Context: an optimization exercise on an open-source flow, tuned for small area and a short achievable clock period. The choices shown serve that exercise and are no tape-out recipe. RTL that was checked went through simulation tests only; none was proved equivalent to the original. Only the layout flow was run in run 2; the RTL was not checked for function there.

## flow/design.v (module list and top-level ports; edited modules follow where they fit)
// module dff_define: 9 lines
// module line: 12 lines
// module counter: 17 lines
// module double_linebuffer: 22 lines
// module kernel: 38 lines
// module fp_mul: 1246 lines
// module fp_add_p: 127 lines
// module fp_add: 127 lines
// module fp_add_relu: 127 lines
// module fp_add0_p: 95 lines
// module fp_add0: 95 lines
// module alu: 36 lines
// module conv2d: 18 lines
module conv2d (clk, reset, valid_in, data_in, kernel_in, load_kernel_done, data_out, valid_out, lf_done);
  // ...
==> flow/flow/run.sh <==
#!/bin/bash
# Own layout flow: the standard flow (standard.sh) on all steps, with
# - a full-adder polarity pass at the start of floorplan (flow/pol.tcl) that
#   removes inverters Yosys's full-adder extraction leaves between adder cells,
# - port buffers of type buf_4 (the default picks a slow delay cell),
# - clock tree synthesis without dummy loads, with 24-sink clusters,
# - timing repair allowed to resize cells across footprints, aimed at a setup
#   target tighter than the 11 ns clock needs, so the achieved period improves.
# Each step's full log stays in orfs/logs/; make's own output goes to make.log.
set -euo pipefail
bash standard.sh MATCH_CELL_FOOTPRINT=0 SETUP_SLACK_MARGIN=7.5 \
  "PRE_FLOORPLAN_TCL=$PWD/flow/pol.tcl" \
  "BUFFER_PORTS_ARGS=-buffer_cell sky130_fd_sc_hd__buf_4" \
  "CTS_ARGS=-sink_clustering_enable -repair_clock_nets -dont_use_dummy_load -sink_clustering_size 24 -sink_clustering_max_diameter 80" \
  finish > make.log 2>&1
==> flow/flow/pol.tcl <==
# Full-adder polarity optimisation.
# Yosys's extract_fa leaves many inverters between full-adder cells. Since
# FA(~a, ~b, ~c) = (~sum, ~cout), a full adder can take the complements of its
# inputs and give the complements of its outputs. This pass flips full adders
# (greedily, while it saves inverters): inputs that came through an inverter are
# connected to the inverter's input instead; outputs that fed only inverters drive
# those inverters' loads directly. The logic function is unchanged.

proc pol_is_inv {inst} {
  set m [[$inst getMaster] getName]
  return [expr {[string match "sky130_fd_sc_hd__inv_*" $m] || [string match "sky130_fd_sc_hd__clkinv_*" $m]}]
}

proc pol_is_fa {inst} {
  return [string match "sky130_fd_sc_hd__fa_*" [[$inst getMaster] getName]]
}

# driver iterm of a net (or "")
proc pol_driver {net} {
  foreach it [$net getITerms] {
    if {[$it isOutputSignal]} { return $it }
  }
  return ""
}

# input (load) iterms of a net
proc pol_loads {net} {
  set l {}
  foreach it [$net getITerms] {
    if {[$it isInputSignal]} { lappend l $it }
  }
  return $l
}

proc pol_inv_in {inv} { return [[$inv findITerm A] getNet] }
proc pol_inv_out {inv} { return [[$inv findITerm Y] getNet] }

# a net that carries ~net: the input of the inverter driving net, or the output
# of an inverter loading net; "" if none
proc pol_complement {net} {
  set d [pol_driver $net]
  if {$d ne "" && [pol_is_inv [$d getInst]]} {
    set n [pol_inv_in [$d getInst]]
    if {$n ne "NULL"} { return $n }
  }
  foreach it [pol_loads $net] {
    set i [$it getInst]
    if {[pol_is_inv $i]} {
      set o [pol_inv_out $i]
      if {$o ne "NULL"} { return $o }
    }
  }
  return ""
}

proc pol_gain {fa} {
  set g 0
  foreach p {A B CIN} {
    set n [[$fa findITerm $p] getNet]
    set d [pol_driver $n]
    if {$d ne "" && [pol_is_inv [$d getInst]]} {
      # connect to the inverter's input; the inverter goes if this was its only load
      set others 0
      foreach it [pol_loads $n] { if {[$it getInst] ne $fa} { incr others } }
      if {$others == 0 && [llength [$n getBTerms]] == 0} { incr g }
    } elseif {[pol_complement $n] eq ""} {
      incr g -1
    }
  }
  foreach p {SUM COUT} {
    set s [[$fa findITerm $p] getNet]
    if {$s eq "NULL"} { continue }
    set rest 0
    foreach it [pol_loads $s] {
      set i [$it getInst]
      if {[pol_is_inv $i] && [llength [[pol_inv_out $i] getBTerms]] == 0} {
        incr g
      } else {
        set rest 1
      }
    }
    if {[llength [$s getBTerms]] > 0} { set rest 1 }
    if {$rest} { incr g -1 }
  }
  return $g
}

proc pol_new_inv {block master from to} {
  global pol_n
  incr pol_n
  set inv [odb::dbInst_create $block $master "pol_inv_$pol_n"]
  [$inv findITerm A] connect $from
  [$inv findITerm Y] connect $to
  return $inv
}

proc pol_new_net {block} {
  global pol_n
  incr pol_n
  return [odb::dbNet_create $block "pol_net_$pol_n"]
}

proc pol_flip {block master fa} {
  # inputs
  foreach p {A B CIN} {
    set it [$fa findITerm $p]
    set n [$it getNet]
    set c [pol_complement $n]
    if {$c eq ""} {
      set c [pol_new_net $block]
      pol_new_inv $block $master $n $c
    }
    $it disconnect
    $it connect $c
  }
  # outputs
  foreach p {SUM COUT} {
    set it [$fa findITerm $p]
    set s [$it getNet]
    if {$s eq "NULL"} { continue }
    set ns [pol_new_net $block]
    $it disconnect
    $it connect $ns
    set rest 0
    foreach lit [pol_loads $s] {
      set i [$lit getInst]
      if {[pol_is_inv $i] && [llength [[pol_inv_out $i] getBTerms]] == 0} {
        set t [pol_inv_out $i]
        foreach l2 [pol_loads $t] {
          $l2 disconnect
          $l2 connect $ns
        }
        odb::dbInst_destroy $i
        odb::dbNet_destroy $t
      } else {
        set rest 1
      }
    }
    if {[llength [$s getBTerms]] > 0} { set rest 1 }
    if {$rest} {
      pol_new_inv $block $master $ns $s
    } else {
      odb::dbNet_destroy $s
    }
  }
}

# remove inverters with no loads
proc pol_sweep {block} {
  set k 0
  set again 1
  while {$again} {
    set again 0
    foreach inst [$block getInsts] {
      if {![pol_is_inv $inst]} { continue }
      set o [pol_inv_out $inst]
      if {$o eq "NULL" || ([llength [pol_loads $o]] == 0 && [llength [$o getBTerms]] == 0)} {
        set a [pol_inv_in $inst]
        odb::dbInst_destroy $inst
        if {$o ne "NULL"} { odb::dbNet_destroy $o }
        incr k
        set again 1
      }
    }
  }
  return $k
}

proc pol_count_inv {block} {
  set k 0
  foreach inst [$block getInsts] { if {[pol_is_inv $inst]} { incr k } }
  return $k
}

proc pol_run {} {
  global pol_n
  set pol_n 0
  set block [ord::get_db_block]
  set master [[ord::get_db] findMaster sky130_fd_sc_hd__inv_1]
  set before [pol_count_inv $block]
  set fas {}
  foreach inst [$block getInsts] { if {[pol_is_fa $inst]} { lappend fas $inst } }
  set flips 0
  for {set pass 0} {$pass < 6} {incr pass} {
    set f 0
    foreach fa $fas {
      if {[pol_gain $fa] > 0} {
        pol_flip $block $master $fa
        incr f
      }
    }
    set swept [pol_sweep $block]
    puts "pol: pass $pass flipped $f full adders, swept $swept inverters, [pol_count_inv $block] inverters"
    incr flips $f
    if {$f == 0} { break }
  }
  puts "pol: inverters $before -> [pol_count_inv $block], $flips flips"
}

pol_run
==> flow/standard.sh <==
#!/bin/bash
# synth_recipe.tcl (not shown) runs the flow's synth.tcl, then flattens the netlist and writes it again
# the make line also repeats each setting of config.mk as NAME=value (left out here)
make -C /OpenROAD-flow-scripts/flow DESIGN_CONFIG=/design/flow/config.mk WORK_HOME=/design/flow/orfs CLKGATE_MAP_FILE= SYNTH_SCRIPT=/design/flow/synth_recipe.tcl "${@:-finish}"
==> flow/config.mk <==
export PLATFORM = sky130hd
export DESIGN_NAME = conv2d
export DESIGN_NICKNAME = conv2d
export VERILOG_FILES = /design/flow/design.v
export SDC_FILE = /design/flow/constraint.sdc
export NUM_CORES = 8
export LEC_CHECK = 0
export ABC_AREA = 1
export CAP_MARGIN = 50
export CORE_MARGIN = 2
export CORE_UTILIZATION = 55
export CTS_CLUSTER_DIAMETER = 80
export CTS_CLUSTER_SIZE = 20
export PLACE_DENSITY = 0.66
export SETUP_SLACK_MARGIN = 5
export SLEW_MARGIN = 65
==> flow/constraint.sdc <==
create_clock -name core_clock -period 11.0 [get_ports {clk}]
set_input_delay 2.2000 -clock core_clock [delete_from_list [all_inputs] [get_ports {clk}]]
set_output_delay 2.2000 -clock core_clock [all_outputs]
set_load 0.01 [all_outputs]
==> run notes, run 1 <==
Outcome
* **run status** timing/DRC/antenna clean

Hold path
* **hold path startpoint** alu1.add10.r_c[24]

Finish
* **antenna cell count** 21
* **number of nets in the layout** 39,900
* **Layout Area Growth over Synthesis** 6.97%
* **ratio of cells with drive above 1 in the final layout** 6.41%
* **top flop regs** dblb.lb.stage.d.Q x2080, ker1.kw.d.Q x368, ker1.kw8.Q x46
* **core utilization of the finished layout** 59.1%

Critical path
* **crit path kind** flop to primary output
* **series of cell instances along the critical path** buf_6
* **buffering stage count on the worst path with inverters included** 1
* **destination of the critical timing path** data_out[28]
* **slack of the worst reg-to-reg path** 7460 ps
* **data required time at the worst endpoint** 8800 ps

Detailed routing
* **ANT nets after route** 0
* **Iter 0 DRT Violations** 30,000
* **wire length reported by the detailed router** 1,100,000 um

Die
* **inserted tap cell count** 8,120
* **x dimension of the die** 791 um

Timing
* **relative slew slack** 60.0%
* **Max Slew Vio Count** 0

GRT
* **global-route congestion overflow total** 0
* **grt met2 use** 52.4%
* **number of antenna violations at the first check in global routing** 44

CTS
* **number of setup buffers added after CTS** 79
* **clock buffer depth** 4

==> module kernel, before the edit <==
module kernel (clk, reset, kernel_in, load_kernel_done, k);
input clk, reset;
input [31:0] kernel_in;
output reg load_kernel_done;
output [46*9-1:0] k;
reg [3:0] i;
reg [31:0] kin;
reg kld;
always @(posedge clk) begin
	kin <= kernel_in;
	kld <= reset & (i != 4'd9);
	if (~reset) begin
		i <= 4'd0;
		load_kernel_done <= 1'b0;
	end else if (i != 4'd9) begin
		i <= i + 4'd1;
		load_kernel_done <= (i == 4'd8);
	end
end
wire [24:0] y = {1'b1, kin[22:0], 1'b0};    
reg [11:0] one, two, neg;
integer j;
always @* begin
	for (j = 0; j < 12; j = j + 1) begin
		one[j] = y[2*j+1] ^ y[2*j];
		two[j] = (y[2*j+2] & ~y[2*j+1] & ~y[2*j]) | (~y[2*j+2] & y[2*j+1] & y[2*j]);
		neg[j] = y[2*j+2] & ~(y[2*j+1] & y[2*j]);
	end
end
wire [45:0] enc = {kin[31], kin[30:23], ~|kin[30:0], neg, two, one};
dff_define #(.WIDTH(46)) kw8(.Q(k[46*8+45:46*8]), .clk(clk), .D(enc), .en(kld));
genvar g;
generate
	for (g = 0; g < 8; g = g + 1) begin : kw
		dff_define #(.WIDTH(46)) d(.Q(k[46*g+45:46*g]), .clk(clk), .D(k[46*g+91:46*g+46]), .en(kld));
	end
endgenerate
endmodule
==> module alu, before the edit <==
module alu (clk, reset, enable, w1, w2, w3, w4, w5, w6, w7, w8, w9, k, out, valid_out);
input clk, reset, enable;
input [31:0] w1, w2, w3, w4, w5, w6, w7, w8, w9;
input [46*9-1:0] k;
output [31:0] out;
output valid_out;
localparam LAT = 14;
reg [LAT-1:0] v;
always @(posedge clk) begin
	if (~reset) v <= {LAT{1'b0}};
	else v <= {v[LAT-2:0], enable};
end
assign valid_out = v[LAT-1];
wire [33:0] p1, p2, p3, p4, p5, p6, p7, p8, p9;
wire [31:0] a1, a2, a3, a4, a5, x1, x2, x3, x4, x5;
fp_mul mul1(.clk(clk), .k(k[46*0+45:46*0]), .w(w1), .p(p1));
fp_mul mul2(.clk(clk), .k(k[46*1+45:46*1]), .w(w2), .p(p2));
fp_mul mul3(.clk(clk), .k(k[46*2+45:46*2]), .w(w3), .p(p3));
fp_mul mul4(.clk(clk), .k(k[46*3+45:46*3]), .w(w4), .p(p4));
fp_mul mul5(.clk(clk), .k(k[46*4+45:46*4]), .w(w5), .p(p5));
fp_mul mul6(.clk(clk), .k(k[46*5+45:46*5]), .w(w6), .p(p6));
fp_mul mul7(.clk(clk), .k(k[46*6+45:46*6]), .w(w7), .p(p7));
fp_mul mul8(.clk(clk), .k(k[46*7+45:46*7]), .w(w8), .p(p8));
fp_mul mul9(.clk(clk), .k(k[46*8+45:46*8]), .w(w9), .p(p9));
fp_add_p add1(.clk(clk), .A(p1), .B(p2), .C(a1));
fp_add_p add2(.clk(clk), .A(p3), .B(p4), .C(a2));
fp_add_p add3(.clk(clk), .A(p5), .B(p6), .C(a3));
fp_add_p add4(.clk(clk), .A(p7), .B(p8), .C(a4));
fp_add0_p add5(.clk(clk), .A(p9), .C(a5));
fp_add add6(.clk(clk), .A(a1), .B(a2), .C(x1));
fp_add add7(.clk(clk), .A(a3), .B(a4), .C(x2));
fp_add0 add8(.clk(clk), .A(a5), .C(x3));
fp_add add9(.clk(clk), .A(x1), .B(x2), .C(x4));
fp_add0 add10(.clk(clk), .A(x3), .C(x5));
fp_add_relu add11(.clk(clk), .A(x4), .B(x5), .C(out));
endmodule
==> module conv2d, before the edit <==
module conv2d (clk, reset, valid_in, data_in, kernel_in, load_kernel_done, data_out, valid_out, lf_done);
input clk, reset, valid_in;
input [31:0] data_in, kernel_in;
output load_kernel_done, valid_out;
output [31:0] data_out;
output lf_done;
wire [31:0] w1, w2, w3, w4, w5, w6, w7, w8, w9;
wire [46*9-1:0] k;
wire win;
reg win_q;
counter cnt(.clk(clk), .reset(reset), .acc(valid_in), .lf_done(lf_done), .win(win));
always @(posedge clk) win_q <= reset & win;
double_linebuffer dblb(.clk(clk), .reset(reset), .valid_in(valid_in), .in(data_in),
	.w1(w1), .w2(w2), .w3(w3), .w4(w4), .w5(w5), .w6(w6), .w7(w7), .w8(w8), .w9(w9));
kernel ker1(.clk(clk), .reset(reset), .kernel_in(kernel_in), .load_kernel_done(load_kernel_done), .k(k));
alu alu1(.clk(clk), .reset(reset), .enable(win_q), .w1(w1), .w2(w2), .w3(w3), .w4(w4), .w5(w5),
	.w6(w6), .w7(w7), .w8(w8), .w9(w9), .k(k), .out(data_out), .valid_out(valid_out));
endmodule
==> run 2: changes to the inputs <==
--- a/flow/design.v
+++ b/flow/design.v
@@ -57,63 +57,53 @@
 assign w3 = q[32*63+31:32*63];   
 assign w2 = q[32*64+31:32*64];   
 assign w1 = q[32*65+31:32*65];   
 endmodule
 module kernel (clk, reset, kernel_in, load_kernel_done, k);
 input clk, reset;
 input [31:0] kernel_in;
 output reg load_kernel_done;
-output [46*9-1:0] k;
+output [32*9-1:0] k;
 reg [3:0] i;
 reg [31:0] kin;
 reg kld;
 always @(posedge clk) begin
 	kin <= kernel_in;
 	kld <= reset & (i != 4'd9);
 	if (~reset) begin
 		i <= 4'd0;
 		load_kernel_done <= 1'b0;
 	end else if (i != 4'd9) begin
 		i <= i + 4'd1;
 		load_kernel_done <= (i == 4'd8);
 	end
 end
-wire [24:0] y = {1'b1, kin[22:0], 1'b0};    
-reg [11:0] one, two, neg;
-integer j;
-always @* begin
-	for (j = 0; j < 12; j = j + 1) begin
-		one[j] = y[2*j+1] ^ y[2*j];
-		two[j] = (y[2*j+2] & ~y[2*j+1] & ~y[2*j]) | (~y[2*j+2] & y[2*j+1] & y[2*j]);
-		neg[j] = y[2*j+2] & ~(y[2*j+1] & y[2*j]);
-	end
-end
-wire [45:0] enc = {kin[31], kin[30:23], ~|kin[30:0], neg, two, one};
-dff_define #(.WIDTH(46)) kw8(.Q(k[46*8+45:46*8]), .clk(clk), .D(enc), .en(kld));
+dff_define kw8(.Q(k[32*8+31:32*8]), .clk(clk), .D(kin), .en(kld));
 genvar g;
 generate
 	for (g = 0; g < 8; g = g + 1) begin : kw
-		dff_define #(.WIDTH(46)) d(.Q(k[46*g+45:46*g]), .clk(clk), .D(k[46*g+91:46*g+46]), .en(kld));
+		dff_define d(.Q(k[32*g+31:32*g]), .clk(clk), .D(k[32*g+63:32*g+32]), .en(kld));
 	end
 endgenerate
 endmodule
 module fp_mul (clk, k, w, p);
 input clk;
-input [45:0] k;    
-input [31:0] w;
+input [31:0] k, w;
 output reg [33:0] p;
-wire z = k[36] | ~|w[30:0];
-wire sg = k[45] ^ w[31];
-wire [7:0] ke = k[44:37];
+wire z = ~|k[30:0] | ~|w[30:0];
+wire sg = k[31] ^ w[31];
+wire [7:0] ke = k[30:23];
 wire [7:0] e0 = ke + w[30:23] + 8'd129;   
+wire [7:0] e1 = ke + w[30:23] + 8'd130;   
+wire [25:0] y = {3'b001, k[22:0]};
 wire [24:0] x = {2'b01, w[22:0]};
-wire one0 = k[0];
-wire two0 = k[12];
-wire neg0 = k[24];
+wire one0 = y[0] ^ 1'b0;
+wire two0 = (y[1] & ~y[0] & ~1'b0) | (~y[1] & y[0] & 1'b0);
+wire neg0 = y[1] & ~(y[0] & 1'b0);
 wire pp0_0 = ((one0 & x[0]) | (two0 & 1'b0)) ^ neg0;
 wire pp0_1 = ((one0 & x[1]) | (two0 & x[0])) ^ neg0;
 wire pp0_2 = ((one0 & x[2]) | (two0 & x[1])) ^ neg0;
 wire pp0_3 = ((one0 & x[3]) | (two0 & x[2])) ^ neg0;
 wire pp0_4 = ((one0 & x[4]) | (two0 & x[3])) ^ neg0;
 wire pp0_5 = ((one0 & x[5]) | (two0 & x[4])) ^ neg0;
 wire pp0_6 = ((one0 & x[6]) | (two0 & x[5])) ^ neg0;
 wire pp0_7 = ((one0 & x[7]) | (two0 & x[6])) ^ neg0;
@@ -130,19 +120,19 @@
 wire pp0_18 = ((one0 & x[18]) | (two0 & x[17])) ^ neg0;
 wire pp0_19 = ((one0 & x[19]) | (two0 & x[18])) ^ neg0;
 wire pp0_20 = ((one0 & x[20]) | (two0 & x[19])) ^ neg0;
 wire pp0_21 = ((one0 & x[21]) | (two0 & x[20])) ^ neg0;
 wire pp0_22 = ((one0 & x[22]) | (two0 & x[21])) ^ neg0;
 wire pp0_23 = ((one0 & x[23]) | (two0 & x[22])) ^ neg0;
 wire pp0_24 = ((one0 & x[24]) | (two0 & x[23])) ^ neg0;
 wire nn0 = ~neg0;
-wire one1 = k[1];
-wire two1 = k[13];
-wire neg1 = k[25];
+wire one1 = y[2] ^ y[1];
+wire two1 = (y[3] & ~y[2] & ~y[1]) | (~y[3] & y[2] & y[1]);
+wire neg1 = y[3] & ~(y[2] & y[1]);
 wire pp1_0 = ((one1 & x[0]) | (two1 & 1'b0)) ^ neg1;
 wire pp1_1 = ((one1 & x[1]) | (two1 & x[0])) ^ neg1;
 wire pp1_2 = ((one1 & x[2]) | (two1 & x[1])) ^ neg1;
 wire pp1_3 = ((one1 & x[3]) | (two1 & x[2])) ^ neg1;
 wire pp1_4 = ((one1 & x[4]) | (two1 & x[3])) ^ neg1;
 wire pp1_5 = ((one1 & x[5]) | (two1 & x[4])) ^ neg1;
 wire pp1_6 = ((one1 & x[6]) | (two1 & x[5])) ^ neg1;
 wire pp1_7 = ((one1 & x[7]) | (two1 & x[6])) ^ neg1;
@@ -159,19 +149,19 @@
 wire pp1_18 = ((one1 & x[18]) | (two1 & x[17])) ^ neg1;
 wire pp1_19 = ((one1 & x[19]) | (two1 & x[18])) ^ neg1;
 wire pp1_20 = ((one1 & x[20]) | (two1 & x[19])) ^ neg1;
 wire pp1_21 = ((one1 & x[21]) | (two1 & x[20])) ^ neg1;
 wire pp1_22 = ((one1 & x[22]) | (two1 & x[21])) ^ neg1;
 wire pp1_23 = ((one1 & x[23]) | (two1 & x[22])) ^ neg1;
 wire pp1_24 = ((one1 & x[24]) | (two1 & x[23])) ^ neg1;
 wire nn1 = ~neg1;
-wire one2 = k[2];
-wire two2 = k[14];
-wire neg2 = k[26];
+wire one2 = y[4] ^ y[3];
+wire two2 = (y[5] & ~y[4] & ~y[3]) | (~y[5] & y[4] & y[3]);
+wire neg2 = y[5] & ~(y[4] & y[3]);
 wire pp2_0 = ((one2 & x[0]) | (two2 & 1'b0)) ^ neg2;
 wire pp2_1 = ((one2 & x[1]) | (two2 & x[0])) ^ neg2;
 wire pp2_2 = ((one2 & x[2]) | (two2 & x[1])) ^ neg2;
 wire pp2_3 = ((one2 & x[3]) | (two2 & x[2])) ^ neg2;
 wire pp2_4 = ((one2 & x[4]) | (two2 & x[3])) ^ neg2;
 wire pp2_5 = ((one2 & x[5]) | (two2 & x[4])) ^ neg2;
 wire pp2_6 = ((one2 & x[6]) | (two2 & x[5])) ^ neg2;
 wire pp2_7 = ((one2 & x[7]) | (two2 & x[6])) ^ neg2;
@@ -188,19 +178,19 @@
 wire pp2_18 = ((one2 & x[18]) | (two2 & x[17])) ^ neg2;
 wire pp2_19 = ((one2 & x[19]) | (two2 & x[18])) ^ neg2;
 wire pp2_20 = ((one2 & x[20]) | (two2 & x[19])) ^ neg2;
 wire pp2_21 = ((one2 & x[21]) | (two2 & x[20])) ^ neg2;
 wire pp2_22 = ((one2 & x[22]) | (two2 & x[21])) ^ neg2;
 wire pp2_23 = ((one2 & x[23]) | (two2 & x[22])) ^ neg2;
 wire pp2_24 = ((one2 & x[24]) | (two2 & x[23])) ^ neg2;
 wire nn2 = ~neg2;
-wire one3 = k[3];
-wire two3 = k[15];
-wire neg3 = k[27];
+wire one3 = y[6] ^ y[5];
+wire two3 = (y[7] & ~y[6] & ~y[5]) | (~y[7] & y[6] & y[5]);
+wire neg3 = y[7] & ~(y[6] & y[5]);
 wire pp3_0 = ((one3 & x[0]) | (two3 & 1'b0)) ^ neg3;
 wire pp3_1 = ((one3 & x[1]) | (two3 & x[0])) ^ neg3;
 wire pp3_2 = ((one3 & x[2]) | (two3 & x[1])) ^ neg3;
 wire pp3_3 = ((one3 & x[3]) | (two3 & x[2])) ^ neg3;
 wire pp3_4 = ((one3 & x[4]) | (two3 & x[3])) ^ neg3;
 wire pp3_5 = ((one3 & x[5]) | (two3 & x[4])) ^ neg3;
 wire pp3_6 = ((one3 & x[6]) | (two3 & x[5])) ^ neg3;
 wire pp3_7 = ((one3 & x[7]) | (two3 & x[6])) ^ neg3;
@@ -217,19 +207,19 @@
 wire pp3_18 = ((one3 & x[18]) | (two3 & x[17])) ^ neg3;
 wire pp3_19 = ((one3 & x[19]) | (two3 & x[18])) ^ neg3;
 wire pp3_20 = ((one3 & x[20]) | (two3 & x[19])) ^ neg3;
 wire pp3_21 = ((one3 & x[21]) | (two3 & x[20])) ^ neg3;
 wire pp3_22 = ((one3 & x[22]) | (two3 & x[21])) ^ neg3;
 wire pp3_23 = ((one3 & x[23]) | (two3 & x[22])) ^ neg3;
 wire pp3_24 = ((one3 & x[24]) | (two3 & x[23])) ^ neg3;
 wire nn3 = ~neg3;
-wire one4 = k[4];
-wire two4 = k[16];
-wire neg4 = k[28];
+wire one4 = y[8] ^ y[7];
+wire two4 = (y[9] & ~y[8] & ~y[7]) | (~y[9] & y[8] & y[7]);
+wire neg4 = y[9] & ~(y[8] & y[7]);
 wire pp4_0 = ((one4 & x[0]) | (two4 & 1'b0)) ^ neg4;
 wire pp4_1 = ((one4 & x[1]) | (two4 & x[0])) ^ neg4;
 wire pp4_2 = ((one4 & x[2]) | (two4 & x[1])) ^ neg4;
 wire pp4_3 = ((one4 & x[3]) | (two4 & x[2])) ^ neg4;
 wire pp4_4 = ((one4 & x[4]) | (two4 & x[3])) ^ neg4;
 wire pp4_5 = ((one4 & x[5]) | (two4 & x[4])) ^ neg4;
 wire pp4_6 = ((one4 & x[6]) | (two4 & x[5])) ^ neg4;
 wire pp4_7 = ((one4 & x[7]) | (two4 & x[6])) ^ neg4;
@@ -246,19 +236,19 @@
 wire pp4_18 = ((one4 & x[18]) | (two4 & x[17])) ^ neg4;
 wire pp4_19 = ((one4 & x[19]) | (two4 & x[18])) ^ neg4;
 wire pp4_20 = ((one4 & x[20]) | (two4 & x[19])) ^ neg4;
 wire pp4_21 = ((one4 & x[21]) | (two4 & x[20])) ^ neg4;
 wire pp4_22 = ((one4 & x[22]) | (two4 & x[21])) ^ neg4;
 wire pp4_23 = ((one4 & x[23]) | (two4 & x[22])) ^ neg4;
 wire pp4_24 = ((one4 & x[24]) | (two4 & x[23])) ^ neg4;
 wire nn4 = ~neg4;
-wire one5 = k[5];
-wire two5 = k[17];
-wire neg5 = k[29];
+wire one5 = y[10] ^ y[9];
+wire two5 = (y[11] & ~y[10] & ~y[9]) | (~y[11] & y[10] & y[9]);
+wire neg5 = y[11] & ~(y[10] & y[9]);
 wire pp5_0 = ((one5 & x[0]) | (two5 & 1'b0)) ^ neg5;
 wire pp5_1 = ((one5 & x[1]) | (two5 & x[0])) ^ neg5;
 wire pp5_2 = ((one5 & x[2]) | (two5 & x[1])) ^ neg5;
 wire pp5_3 = ((one5 & x[3]) | (two5 & x[2])) ^ neg5;
 wire pp5_4 = ((one5 & x[4]) | (two5 & x[3])) ^ neg5;
 wire pp5_5 = ((one5 & x[5]) | (two5 & x[4])) ^ neg5;
 wire pp5_6 = ((one5 & x[6]) | (two5 & x[5])) ^ neg5;
 wire pp5_7 = ((one5 & x[7]) | (two5 & x[6])) ^ neg5;
@@ -275,19 +265,19 @@
 wire pp5_18 = ((one5 & x[18]) | (two5 & x[17])) ^ neg5;
 wire pp5_19 = ((one5 & x[19]) | (two5 & x[18])) ^ neg5;
 wire pp5_20 = ((one5 & x[20]) | (two5 & x[19])) ^ neg5;
 wire pp5_21 = ((one5 & x[21]) | (two5 & x[20])) ^ neg5;
 wire pp5_22 = ((one5 & x[22]) | (two5 & x[21])) ^ neg5;
 wire pp5_23 = ((one5 & x[23]) | (two5 & x[22])) ^ neg5;
 wire pp5_24 = ((one5 & x[24]) | (two5 & x[23])) ^ neg5;
 wire nn5 = ~neg5;
-wire one6 = k[6];
-wire two6 = k[18];
-wire neg6 = k[30];
+wire one6 = y[12] ^ y[11];
+wire two6 = (y[13] & ~y[12] & ~y[11]) | (~y[13] & y[12] & y[11]);
+wire neg6 = y[13] & ~(y[12] & y[11]);
 wire pp6_0 = ((one6 & x[0]) | (two6 & 1'b0)) ^ neg6;
 wire pp6_1 = ((one6 & x[1]) | (two6 & x[0])) ^ neg6;
 wire pp6_2 = ((one6 & x[2]) | (two6 & x[1])) ^ neg6;
 wire pp6_3 = ((one6 & x[3]) | (two6 & x[2])) ^ neg6;
 wire pp6_4 = ((one6 & x[4]) | (two6 & x[3])) ^ neg6;
 wire pp6_5 = ((one6 & x[5]) | (two6 & x[4])) ^ neg6;
 wire pp6_6 = ((one6 & x[6]) | (two6 & x[5])) ^ neg6;
 wire pp6_7 = ((one6 & x[7]) | (two6 & x[6])) ^ neg6;
@@ -304,19 +294,19 @@
 wire pp6_18 = ((one6 & x[18]) | (two6 & x[17])) ^ neg6;
 wire pp6_19 = ((one6 & x[19]) | (two6 & x[18])) ^ neg6;
 wire pp6_20 = ((one6 & x[20]) | (two6 & x[19])) ^ neg6;
 wire pp6_21 = ((one6 & x[21]) | (two6 & x[20])) ^ neg6;
 wire pp6_22 = ((one6 & x[22]) | (two6 & x[21])) ^ neg6;
 wire pp6_23 = ((one6 & x[23]) | (two6 & x[22])) ^ neg6;
 wire pp6_24 = ((one6 & x[24]) | (two6 & x[23])) ^ neg6;
 wire nn6 = ~neg6;
-wire one7 = k[7];
-wire two7 = k[19];
-wire neg7 = k[31];
+wire one7 = y[14] ^ y[13];
+wire two7 = (y[15] & ~y[14] & ~y[13]) | (~y[15] & y[14] & y[13]);
+wire neg7 = y[15] & ~(y[14] & y[13]);
 wire pp7_0 = ((one7 & x[0]) | (two7 & 1'b0)) ^ neg7;
 wire pp7_1 = ((one7 & x[1]) | (two7 & x[0])) ^ neg7;
 wire pp7_2 = ((one7 & x[2]) | (two7 & x[1])) ^ neg7;
 wire pp7_3 = ((one7 & x[3]) | (two7 & x[2])) ^ neg7;
 wire pp7_4 = ((one7 & x[4]) | (two7 & x[3])) ^ neg7;
 wire pp7_5 = ((one7 & x[5]) | (two7 & x[4])) ^ neg7;
 wire pp7_6 = ((one7 & x[6]) | (two7 & x[5])) ^ neg7;
 wire pp7_7 = ((one7 & x[7]) | (two7 & x[6])) ^ neg7;
@@ -333,19 +323,19 @@
 wire pp7_18 = ((one7 & x[18]) | (two7 & x[17])) ^ neg7;
 wire pp7_19 = ((one7 & x[19]) | (two7 & x[18])) ^ neg7;
 wire pp7_20 = ((one7 & x[20]) | (two7 & x[19])) ^ neg7;
 wire pp7_21 = ((one7 & x[21]) | (two7 & x[20])) ^ neg7;
 wire pp7_22 = ((one7 & x[22]) | (two7 & x[21])) ^ neg7;
 wire pp7_23 = ((one7 & x[23]) | (two7 & x[22])) ^ neg7;
 wire pp7_24 = ((one7 & x[24]) | (two7 & x[23])) ^ neg7;
 wire nn7 = ~neg7;
-wire one8 = k[8];
-wire two8 = k[20];
-wire neg8 = k[32];
+wire one8 = y[16] ^ y[15];
+wire two8 = (y[17] & ~y[16] & ~y[15]) | (~y[17] & y[16] & y[15]);
+wire neg8 = y[17] & ~(y[16] & y[15]);
 wire pp8_0 = ((one8 & x[0]) | (two8 & 1'b0)) ^ neg8;
 wire pp8_1 = ((one8 & x[1]) | (two8 & x[0])) ^ neg8;
 wire pp8_2 = ((one8 & x[2]) | (two8 & x[1])) ^ neg8;
 wire pp8_3 = ((one8 & x[3]) | (two8 & x[2])) ^ neg8;
 wire pp8_4 = ((one8 & x[4]) | (two8 & x[3])) ^ neg8;
 wire pp8_5 = ((one8 & x[5]) | (two8 & x[4])) ^ neg8;
 wire pp8_6 = ((one8 & x[6]) | (two8 & x[5])) ^ neg8;
 wire pp8_7 = ((one8 & x[7]) | (two8 & x[6])) ^ neg8;
@@ -362,19 +352,19 @@
 wire pp8_18 = ((one8 & x[18]) | (two8 & x[17])) ^ neg8;
 wire pp8_19 = ((one8 & x[19]) | (two8 & x[18])) ^ neg8;
 wire pp8_20 = ((one8 & x[20]) | (two8 & x[19])) ^ neg8;
 wire pp8_21 = ((one8 & x[21]) | (two8 & x[20])) ^ neg8;
 wire pp8_22 = ((one8 & x[22]) | (two8 & x[21])) ^ neg8;
 wire pp8_23 = ((one8 & x[23]) | (two8 & x[22])) ^ neg8;
 wire pp8_24 = ((one8 & x[24]) | (two8 & x[23])) ^ neg8;
 wire nn8 = ~neg8;
-wire one9 = k[9];
-wire two9 = k[21];
-wire neg9 = k[33];
+wire one9 = y[18] ^ y[17];
+wire two9 = (y[19] & ~y[18] & ~y[17]) | (~y[19] & y[18] & y[17]);
+wire neg9 = y[19] & ~(y[18] & y[17]);
 wire pp9_0 = ((one9 & x[0]) | (two9 & 1'b0)) ^ neg9;
 wire pp9_1 = ((one9 & x[1]) | (two9 & x[0])) ^ neg9;
 wire pp9_2 = ((one9 & x[2]) | (two9 & x[1])) ^ neg9;
 wire pp9_3 = ((one9 & x[3]) | (two9 & x[2])) ^ neg9;
 wire pp9_4 = ((one9 & x[4]) | (two9 & x[3])) ^ neg9;
 wire pp9_5 = ((one9 & x[5]) | (two9 & x[4])) ^ neg9;
 wire pp9_6 = ((one9 & x[6]) | (two9 & x[5])) ^ neg9;
 wire pp9_7 = ((one9 & x[7]) | (two9 & x[6])) ^ neg9;
@@ -391,19 +381,19 @@
 wire pp9_18 = ((one9 & x[18]) | (two9 & x[17])) ^ neg9;
 wire pp9_19 = ((one9 & x[19]) | (two9 & x[18])) ^ neg9;
 wire pp9_20 = ((one9 & x[20]) | (two9 & x[19])) ^ neg9;
 wire pp9_21 = ((one9 & x[21]) | (two9 & x[20])) ^ neg9;
 wire pp9_22 = ((one9 & x[22]) | (two9 & x[21])) ^ neg9;
 wire pp9_23 = ((one9 & x[23]) | (two9 & x[22])) ^ neg9;
 wire pp9_24 = ((one9 & x[24]) | (two9 & x[23])) ^ neg9;
 wire nn9 = ~neg9;
-wire one10 = k[10];
-wire two10 = k[22];
-wire neg10 = k[34];
+wire one10 = y[20] ^ y[19];
+wire two10 = (y[21] & ~y[20] & ~y[19]) | (~y[21] & y[20] & y[19]);
+wire neg10 = y[21] & ~(y[20] & y[19]);
 wire pp10_0 = ((one10 & x[0]) | (two10 & 1'b0)) ^ neg10;
 wire pp10_1 = ((one10 & x[1]) | (two10 & x[0])) ^ neg10;
 wire pp10_2 = ((one10 & x[2]) | (two10 & x[1])) ^ neg10;
 wire pp10_3 = ((one10 & x[3]) | (two10 & x[2])) ^ neg10;
 wire pp10_4 = ((one10 & x[4]) | (two10 & x[3])) ^ neg10;
 wire pp10_5 = ((one10 & x[5]) | (two10 & x[4])) ^ neg10;
 wire pp10_6 = ((one10 & x[6]) | (two10 & x[5])) ^ neg10;
 wire pp10_7 = ((one10 & x[7]) | (two10 & x[6])) ^ neg10;
@@ -420,19 +410,19 @@
 wire pp10_18 = ((one10 & x[18]) | (two10 & x[17])) ^ neg10;
 wire pp10_19 = ((one10 & x[19]) | (two10 & x[18])) ^ neg10;
 wire pp10_20 = ((one10 & x[20]) | (two10 & x[19])) ^ neg10;
 wire pp10_21 = ((one10 & x[21]) | (two10 & x[20])) ^ neg10;
 wire pp10_22 = ((one10 & x[22]) | (two10 & x[21])) ^ neg10;
 wire pp10_23 = ((one10 & x[23]) | (two10 & x[22])) ^ neg10;
 wire pp10_24 = ((one10 & x[24]) | (two10 & x[23])) ^ neg10;
 wire nn10 = ~neg10;
-wire one11 = k[11];
-wire two11 = k[23];
-wire neg11 = k[35];
+wire one11 = y[22] ^ y[21];
+wire two11 = (y[23] & ~y[22] & ~y[21]) | (~y[23] & y[22] & y[21]);
+wire neg11 = y[23] & ~(y[22] & y[21]);
 wire pp11_0 = ((one11 & x[0]) | (two11 & 1'b0)) ^ neg11;
 wire pp11_1 = ((one11 & x[1]) | (two11 & x[0])) ^ neg11;
 wire pp11_2 = ((one11 & x[2]) | (two11 & x[1])) ^ neg11;
 wire pp11_3 = ((one11 & x[3]) | (two11 & x[2])) ^ neg11;
 wire pp11_4 = ((one11 & x[4]) | (two11 & x[3])) ^ neg11;
 wire pp11_5 = ((one11 & x[5]) | (two11 & x[4])) ^ neg11;
 wire pp11_6 = ((one11 & x[6]) | (two11 & x[5])) ^ neg11;
 wire pp11_7 = ((one11 & x[7]) | (two11 & x[6])) ^ neg11;
@@ -954,17 +944,17 @@
 wire t_t498 = (pp11_21 & t_t414) | (pp11_21 & t_t412) | (t_t414 & t_t412);
 wire t_t499 = pp10_24 ^ pp11_22 ^ t_t417;
 wire t_t500 = (pp10_24 & pp11_22) | (pp10_24 & t_t417) | (pp11_22 & t_t417);
 wire t_t501 = x[21] ^ nn10 ^ t_t418;
 wire t_t502 = (x[21] & nn10) | (x[21] & t_t418) | (nn10 & t_t418);
 wire t_t503 = 1'b1 ^ x[22];
 wire t_t504 = 1'b1 & x[22];
 reg r_z, r_s;
-reg [7:0] r_e0;
+reg [7:0] r_e0, r_e1;
 reg c0_0;
 reg c0_1;
 reg c1_2;
 reg c2_3;
 reg c2_4;
 reg c2_5;
 reg c3_6;
 reg c3_7;
@@ -1098,16 +1088,17 @@
 reg c46_135;
 reg c46_136;
 reg c47_137;
 reg c47_138;
 always @(posedge clk) begin
 	r_z <= z;
 	r_s <= sg;
 	r_e0 <= e0;
+	r_e1 <= e1;
 	c0_0 <= neg0;
 	c0_1 <= pp0_0;
 	c1_2 <= pp0_1;
 	c2_3 <= neg1;
 	c2_4 <= pp0_2;
 	c2_5 <= pp1_0;
 	c3_6 <= pp0_3;
 	c3_7 <= pp1_1;
@@ -1333,19 +1324,18 @@
 wire u_t88 = (c45_131 & c45_132) | (c45_131 & c45_133) | (c45_132 & c45_133);
 wire u_t89 = c46_134 ^ c46_135 ^ c46_136;
 wire u_t90 = (c46_134 & c46_135) | (c46_134 & c46_136) | (c46_135 & c46_136);
 wire u_t91 = 1'b1 ^ c47_137 ^ c47_138;
 wire u_t92 = (1'b1 & c47_137) | (1'b1 & c47_138) | (c47_137 & c47_138);
 wire [47:0] ra = {u_t91, u_t89, u_t87, u_t85, u_t83, u_t81, u_t79, u_t77, u_t75, u_t73, u_t71, u_t69, u_t67, u_t65, u_t63, u_t61, u_t59, u_t57, u_t55, u_t53, u_t51, u_t49, u_t47, u_t45, u_t43, u_t41, u_t39, u_t37, u_t35, u_t33, u_t31, u_t29, u_t27, u_t25, u_t23, u_t21, u_t19, u_t17, u_t15, u_t13, u_t11, u_t9, u_t7, u_t5, u_t3, u_t1, c1_2, c0_0};
 wire [47:0] rb = {u_t90, u_t88, u_t86, u_t84, u_t82, u_t80, u_t78, u_t76, u_t74, u_t72, u_t70, u_t68, u_t66, u_t64, u_t62, u_t60, u_t58, u_t56, u_t54, u_t52, u_t50, u_t48, u_t46, u_t44, u_t42, u_t40, u_t38, u_t36, u_t34, u_t32, u_t30, u_t28, u_t26, u_t24, u_t22, u_t20, u_t18, u_t16, u_t14, u_t12, u_t10, u_t8, u_t6, u_t4, u_t2, c2_5, 1'b0, c0_1};
 wire [47:0] m = ra + rb;
-wire [7:0] e1s = r_e0 + 8'd1;
 always @(posedge clk)
-	p <= r_z ? 34'd0 : {r_s, m[47] ? e1s : r_e0, m[47:23]};
+	p <= r_z ? 34'd0 : {r_s, m[47] ? r_e1 : r_e0, m[47:23]};
 endmodule
 module fp_add_p (clk, A, B, C);
 input clk;
 input [33:0] A, B;
 output reg [31:0] C;
 wire [31:0] a = {A[33:25], A[24] ? A[23:1] : A[22:0]};
 wire [31:0] b = {B[33:25], B[24] ? B[23:1] : B[22:0]};
 wire bz = ~|a & ~|b;
@@ -1911,37 +1901,37 @@
 wire [31:0] R = (r_z | n_mz) ? 32'd0 : {r_s, n_E, n_sh0[23:1]};
 reg [31:0] r_c;
 always @(posedge clk) r_c <= R;
 always @(posedge clk) C <= r_c;
 endmodule
 module alu (clk, reset, enable, w1, w2, w3, w4, w5, w6, w7, w8, w9, k, out, valid_out);
 input clk, reset, enable;
 input [31:0] w1, w2, w3, w4, w5, w6, w7, w8, w9;
-input [46*9-1:0] k;
+input [32*9-1:0] k;
 output [31:0] out;
 output valid_out;
 localparam LAT = 14;
 reg [LAT-1:0] v;
 always @(posedge clk) begin
 	if (~reset) v <= {LAT{1'b0}};
 	else v <= {v[LAT-2:0], enable};
 end
 assign valid_out = v[LAT-1];
 wire [33:0] p1, p2, p3, p4, p5, p6, p7, p8, p9;
 wire [31:0] a1, a2, a3, a4, a5, x1, x2, x3, x4, x5;
-fp_mul mul1(.clk(clk), .k(k[46*0+45:46*0]), .w(w1), .p(p1));
-fp_mul mul2(.clk(clk), .k(k[46*1+45:46*1]), .w(w2), .p(p2));
-fp_mul mul3(.clk(clk), .k(k[46*2+45:46*2]), .w(w3), .p(p3));
-fp_mul mul4(.clk(clk), .k(k[46*3+45:46*3]), .w(w4), .p(p4));
-fp_mul mul5(.clk(clk), .k(k[46*4+45:46*4]), .w(w5), .p(p5));
-fp_mul mul6(.clk(clk), .k(k[46*5+45:46*5]), .w(w6), .p(p6));
-fp_mul mul7(.clk(clk), .k(k[46*6+45:46*6]), .w(w7), .p(p7));
-fp_mul mul8(.clk(clk), .k(k[46*7+45:46*7]), .w(w8), .p(p8));
-fp_mul mul9(.clk(clk), .k(k[46*8+45:46*8]), .w(w9), .p(p9));
+fp_mul mul1(.clk(clk), .k(k[32*0+31:32*0]), .w(w1), .p(p1));
+fp_mul mul2(.clk(clk), .k(k[32*1+31:32*1]), .w(w2), .p(p2));
+fp_mul mul3(.clk(clk), .k(k[32*2+31:32*2]), .w(w3), .p(p3));
+fp_mul mul4(.clk(clk), .k(k[32*3+31:32*3]), .w(w4), .p(p4));
+fp_mul mul5(.clk(clk), .k(k[32*4+31:32*4]), .w(w5), .p(p5));
+fp_mul mul6(.clk(clk), .k(k[32*5+31:32*5]), .w(w6), .p(p6));
+fp_mul mul7(.clk(clk), .k(k[32*6+31:32*6]), .w(w7), .p(p7));
+fp_mul mul8(.clk(clk), .k(k[32*7+31:32*7]), .w(w8), .p(p8));
+fp_mul mul9(.clk(clk), .k(k[32*8+31:32*8]), .w(w9), .p(p9));
 fp_add_p add1(.clk(clk), .A(p1), .B(p2), .C(a1));
 fp_add_p add2(.clk(clk), .A(p3), .B(p4), .C(a2));
 fp_add_p add3(.clk(clk), .A(p5), .B(p6), .C(a3));
 fp_add_p add4(.clk(clk), .A(p7), .B(p8), .C(a4));
 fp_add0_p add5(.clk(clk), .A(p9), .C(a5));
 fp_add add6(.clk(clk), .A(a1), .B(a2), .C(x1));
 fp_add add7(.clk(clk), .A(a3), .B(a4), .C(x2));
 fp_add0 add8(.clk(clk), .A(a5), .C(x3));
@@ -1951,17 +1941,18 @@
 endmodule
 module conv2d (clk, reset, valid_in, data_in, kernel_in, load_kernel_done, data_out, valid_out, lf_done);
 input clk, reset, valid_in;
 input [31:0] data_in, kernel_in;
 output load_kernel_done, valid_out;
 output [31:0] data_out;
 output lf_done;
 wire [31:0] w1, w2, w3, w4, w5, w6, w7, w8, w9;
-wire [46*9-1:0] k;
+wire [32*9-1:0] k;
+wire [31:0] alu_out;
 wire win;
 reg win_q;
 counter cnt(.clk(clk), .reset(reset), .acc(valid_in), .lf_done(lf_done), .win(win));
 always @(posedge clk) win_q <= reset & win;
 double_linebuffer dblb(.clk(clk), .reset(reset), .valid_in(valid_in), .in(data_in),
 	.w1(w1), .w2(w2), .w3(w3), .w4(w4), .w5(w5), .w6(w6), .w7(w7), .w8(w8), .w9(w9));
 kernel ker1(.clk(clk), .reset(reset), .kernel_in(kernel_in), .load_kernel_done(load_kernel_done), .k(k));
 alu alu1(.clk(clk), .reset(reset), .enable(win_q), .w1(w1), .w2(w2), .w3(w3), .w4(w4), .w5(w5),
==> flow/flow/run.sh (replaced) <==
#!/bin/bash
# Own layout flow: the standard flow (standard.sh) on all steps, with
# - a full-adder polarity pass at the start of floorplan (flow/pol.tcl) that
#   removes inverters Yosys's full-adder extraction leaves between adder cells,
# - port buffers of type buf_4 (the default picks a slow delay cell),
# - clock tree synthesis without dummy loads, with 20-sink clusters,
# - timing repair allowed to resize cells across footprints, aimed at a setup
#   target tighter than the 11 ns clock needs, so the achieved period improves.
# Each step's full log stays in orfs/logs/; make's own output goes to make.log.
set -euo pipefail
bash standard.sh MATCH_CELL_FOOTPRINT=0 SETUP_SLACK_MARGIN=7.4 \
  "PRE_FLOORPLAN_TCL=$PWD/flow/pol.tcl" \
  "BUFFER_PORTS_ARGS=-buffer_cell sky130_fd_sc_hd__buf_4" \
  "CTS_ARGS=-sink_clustering_enable -repair_clock_nets -dont_use_dummy_load -sink_clustering_size 20 -sink_clustering_max_diameter 80" \
  finish > make.log 2>&1
==> run notes, run 2 <==
Timing
* **Max Slew Vio Count** 0, unchanged
* **Setup TNS** 0 ps, unchanged
* **unrepaired setup endpoints after global routing** yes, unchanged
* **final hold viol count** 0, unchanged
* **maximum clock rate** 264 MHz, was 272 MHz
* **post-route clock period utilization** 34.4%, was 33.4%
* **final-layout worst hold slack** 286 ps, was 295 ps
* **largest clock skew in the final design** 135 ps, was 162 ps
* **clock period minus final worst setup slack** 3780 ps, was 3670 ps
* **relative slew slack** 51.1%, was 60.0%
* **Setup violations, final** 0, unchanged
* **slew at the pin with the worst max-slew slack** 733 ps, was 600 ps

CTS
* **insertion delay to the later sink of the worst-skew pair** 1090 ps, was 1130 ps
* **count of clock tree sinks** 5,541, was 5,595
* **cts hold-fix bufs** 0, unchanged
* **clock buffers created by TritonCTS** 387, was 359
* **clock buffer depth** 4, unchanged
* **Root Buffer** sky130_fd_sc_hd__clkbuf_16, unchanged
* **clock tree from TritonCTS** yes, unchanged
* **Clock H-tree levels** 5, unchanged
* **Clock transition at path regs** 90 ps, about the same

Finish
* **number of nets in the layout** 41,600, was 39,900
* **leading cell type in the layout, fill and taps excluded** sky130_fd_sc_hd__nand2_1, unchanged
* **Largest register FFs** 2,080, unchanged
* **Layout Area Growth over Synthesis** 12.6%, was 6.97%
* **Final Cell Area** 385,000 sq um, was 364,000 sq um
* **core utilization of the finished layout** 62.1%, was 59.1%
* **top flop regs** dblb.lb.stage.d.Q x2080, ker1.kw.d.Q x256, was dblb.lb.stage.d.Q x2080, ker1.kw.d.Q x368, ker1.kw8.Q x46
* **ratio of cells with drive above 1 in the final layout** 11.6%, was 6.41%
* **commonest cells after routing, fill and taps aside** 6,623 x sky130_fd_sc_hd__nand2_1, 3,371 x sky130_fd_sc_hd__inv_1, 3,254 x sky130_fd_sc_hd__xor2_1, was 6,439 x sky130_fd_sc_hd__nand2_1, 3,410 x sky130_fd_sc_hd__xor2_1, 3,369 x sky130_fd_sc_hd__inv_1
* **Biggest register** dblb.lb.stage.d.Q, unchanged

GRT
* **routing usage on met3** 8.01%, was 7.82%
* **most utilized layer in the global route result** met2, unchanged
* **global-route congestion overflow total** 0, unchanged
* **vias in the first global route** 266,000, was 258,000
* **met1 GRT Util** 45.2%, was 47.0%
* **pin count of the biggest net entering global routing** 106, was 102
* **global-route usage over all layers** 34.4%, was 34.3%
* **wire length of the first global-routing pass** 1,650,000 um, was 1,630,000 um
* **number of antenna violations at the first check in global routing** 54, was 44
* **grt met2 use** 53.4%, was 52.4%

Critical path
* **reg2reg path depth** 11, was 10
* **Reg-to-Reg End** alu1.mul4.c23_65, was alu1.mul3.c26_74
* **crit path kind** flop to flop, was flop to primary output
* **data required time at the worst endpoint** 11,940 ps, was 8800 ps
* **worst-path fanout max** 12, was 1
* **Setup crit end kind** flop, was primary output
* **Worst R2R Start** ker1.kw[3].d.Q[7], was ker1.kw[2].d.Q[3]
* **slack of the worst reg-to-reg path** 7220 ps, was 7460 ps
* **kind of start point of the critical path** flop, unchanged
* **data arrival time of the worst path** 4730 ps, was 1470 ps

Die
* **vertical die dimension** 792 um, was 791 um
* **number of cell rows** 289, was 288
* **boundary pin count** 102, unchanged
* **x dimension of the die** 792 um, was 791 um
* **Die Footprint** 627,000 sq um, was 625,000 sq um
* **Starting Density** 55.2%, was 55.3%
* **core outline area** 619,000 sq um, was 616,000 sq um

Hold path
* **Hold Path Cell Cnt** 0, unchanged
* **hold crit path type** flop to flop, unchanged
* **hold path startpoint** alu1.add10.r_c[25], was alu1.add10.r_c[24]
* **Worst Hold Path EP** alu1.add10.C[25], was alu1.add10.C[24]

Detailed routing
* **number of remaining DRC errors** 0, unchanged
* **Iter 0 DRT Violations** 31,800, was 30,000
* **number of optimization iterations in the first detailed-route pass** 13, was 7
* **ANT nets after route** 0, unchanged
* **average wire per standard cell** 24.6 um, was 25.0 um
* **via/cell ratio** 5.94, was 5.95
* **vias** 273,000, was 262,000
* **wire length reported by the detailed router** 1,130,000 um, was 1,100,000 um

Flow run
* **count of max-cap constraint violations** 0, unchanged

Place
* **Detailed Place HPWL** 797,000 um, was 815,000 um
* **weighted congestion reported at the end of routability-driven placement** 0.966, was 0.982
* **Port Buf Inserts** 100, unchanged
* **area post-placement** 353,000 sq um, was 350,000 sq um

Outcome
* **run status** timing/DRC/antenna clean, unchanged

Synthesis
* **count of synthesis-stage warnings from yosys** 12, was 13
* **post-synthesis cell count** 37,000, was 36,300
* **average instance area after synthesis** 9.24 sq um, was 9.37 sq um
* **Post-Synthesis Net Count** 40,900, was 40,200
* **area of the mapped netlist** 342,000 sq um, was 340,000 sq um

==> run 2: what timing repair did <==
item                       4_1_cts  5_1_grt
setup endpoints to repair      598      623
setup buffers                  480      498
resized for setup             1449     1405
pin swaps                      188      527
cloned                         126       71
==> run 2: critical path: stages, from the launching register on <==
cell and delay, ps:
sky130_fd_sc_hd__edfxtp_1 530, sky130_fd_sc_hd__buf_6 180, sky130_fd_sc_hd__ha_4 280, sky130_fd_sc_hd__clkinvlp_4 110, sky130_fd_sc_hd__buf_12 170, sky130_fd_sc_hd__o22ai_2 160, sky130_fd_sc_hd__xor2_1 230, sky130_fd_sc_hd__fa_1 480
sky130_fd_sc_hd__fa_2 580, sky130_fd_sc_hd__inv_1 60, sky130_fd_sc_hd__fa_2 340, sky130_fd_sc_hd__fa_2 530
==> run 2: through the flow <==
| step | instances | setup slack (ps) |
|---|---|---|
| after floorplan | 37000 | -4250 |
| after global placement | 44200 | 6440 |
| after detailed placement | 44300 | 6650 |
| after CTS | 45300 | 7210 |
| after global routing | 45900 | 7170 |
| final | 46000 | 7220 |
==> run 2: cell type report <==
type | count | area [sq um]
fillers | 51700 | 234000
multi-input cells | 25900 | 194000
flip-flops and latches | 5541 | 135000
repair buffers | 1799 | 19300
inverters | 3943 | 16200
well taps | 8293 | 10400
clock buffers | 387 | 9680
repair inverters | 34 | 185
diodes | 31 | 77.6
==> run 2: how the worst max path moves through the flow <==
stage	from	to	slack (ps)	cells past startpoint
after global placement	ker1.kw[6].d.Q[21]	alu1.mul7.c26_74	6440	10
after detailed placement	ker1.kw[2].d.Q[1]	alu1.mul3.c26_74	6650	11
after global routing	ker1.kw[3].d.Q[7]	alu1.mul4.c23_65	7170	12
after CTS	cnt.lf_done	lf_done	7210	1
final	ker1.kw[3].d.Q[7]	alu1.mul4.c23_65	7220	11
after floorplan	dblb.in_v	dblb.lb.d0.Q[0]	-4250	0
==> run 2: metal layers <==
layer / part of all wire [%] / routed length [um]
met5: 0.037 / 423
met4: 6.9 / 77600
met3: 10 / 117000
met2: 43 / 491000
met1: 39 / 446000

[separate check: timing with driven ports]
In the flow no input, the clock included, has a driving cell. The finished layouts below were timed again as built, in two steps.
Step 1 assumes that a clkbuf_16 drives the clock port and a buf_2 every other input.
Step 2 also shifts input and output timing later by t, the mid clock arrival at the registers, as if the neighbouring blocks saw the same clock.
Slacks: ideal ports / drivers / drivers and shift; pairs: ideal ports / drivers.
run | t, ns | setup WS [ns] | hold slack, ns | worst setup path at the end | cell pins on the clock port's net
run 1 | 1.174 | 7.328 / 7.192 / 7.462 | 0.295 / 0.295 / 0.295 | register to register | 1
run 2 | 1.163 | 7.217 / 7.152 / 7.217 | 0.286 / 0.286 / 0.286 | register to register | 1
After both steps setup and hold are still met in every run listed.
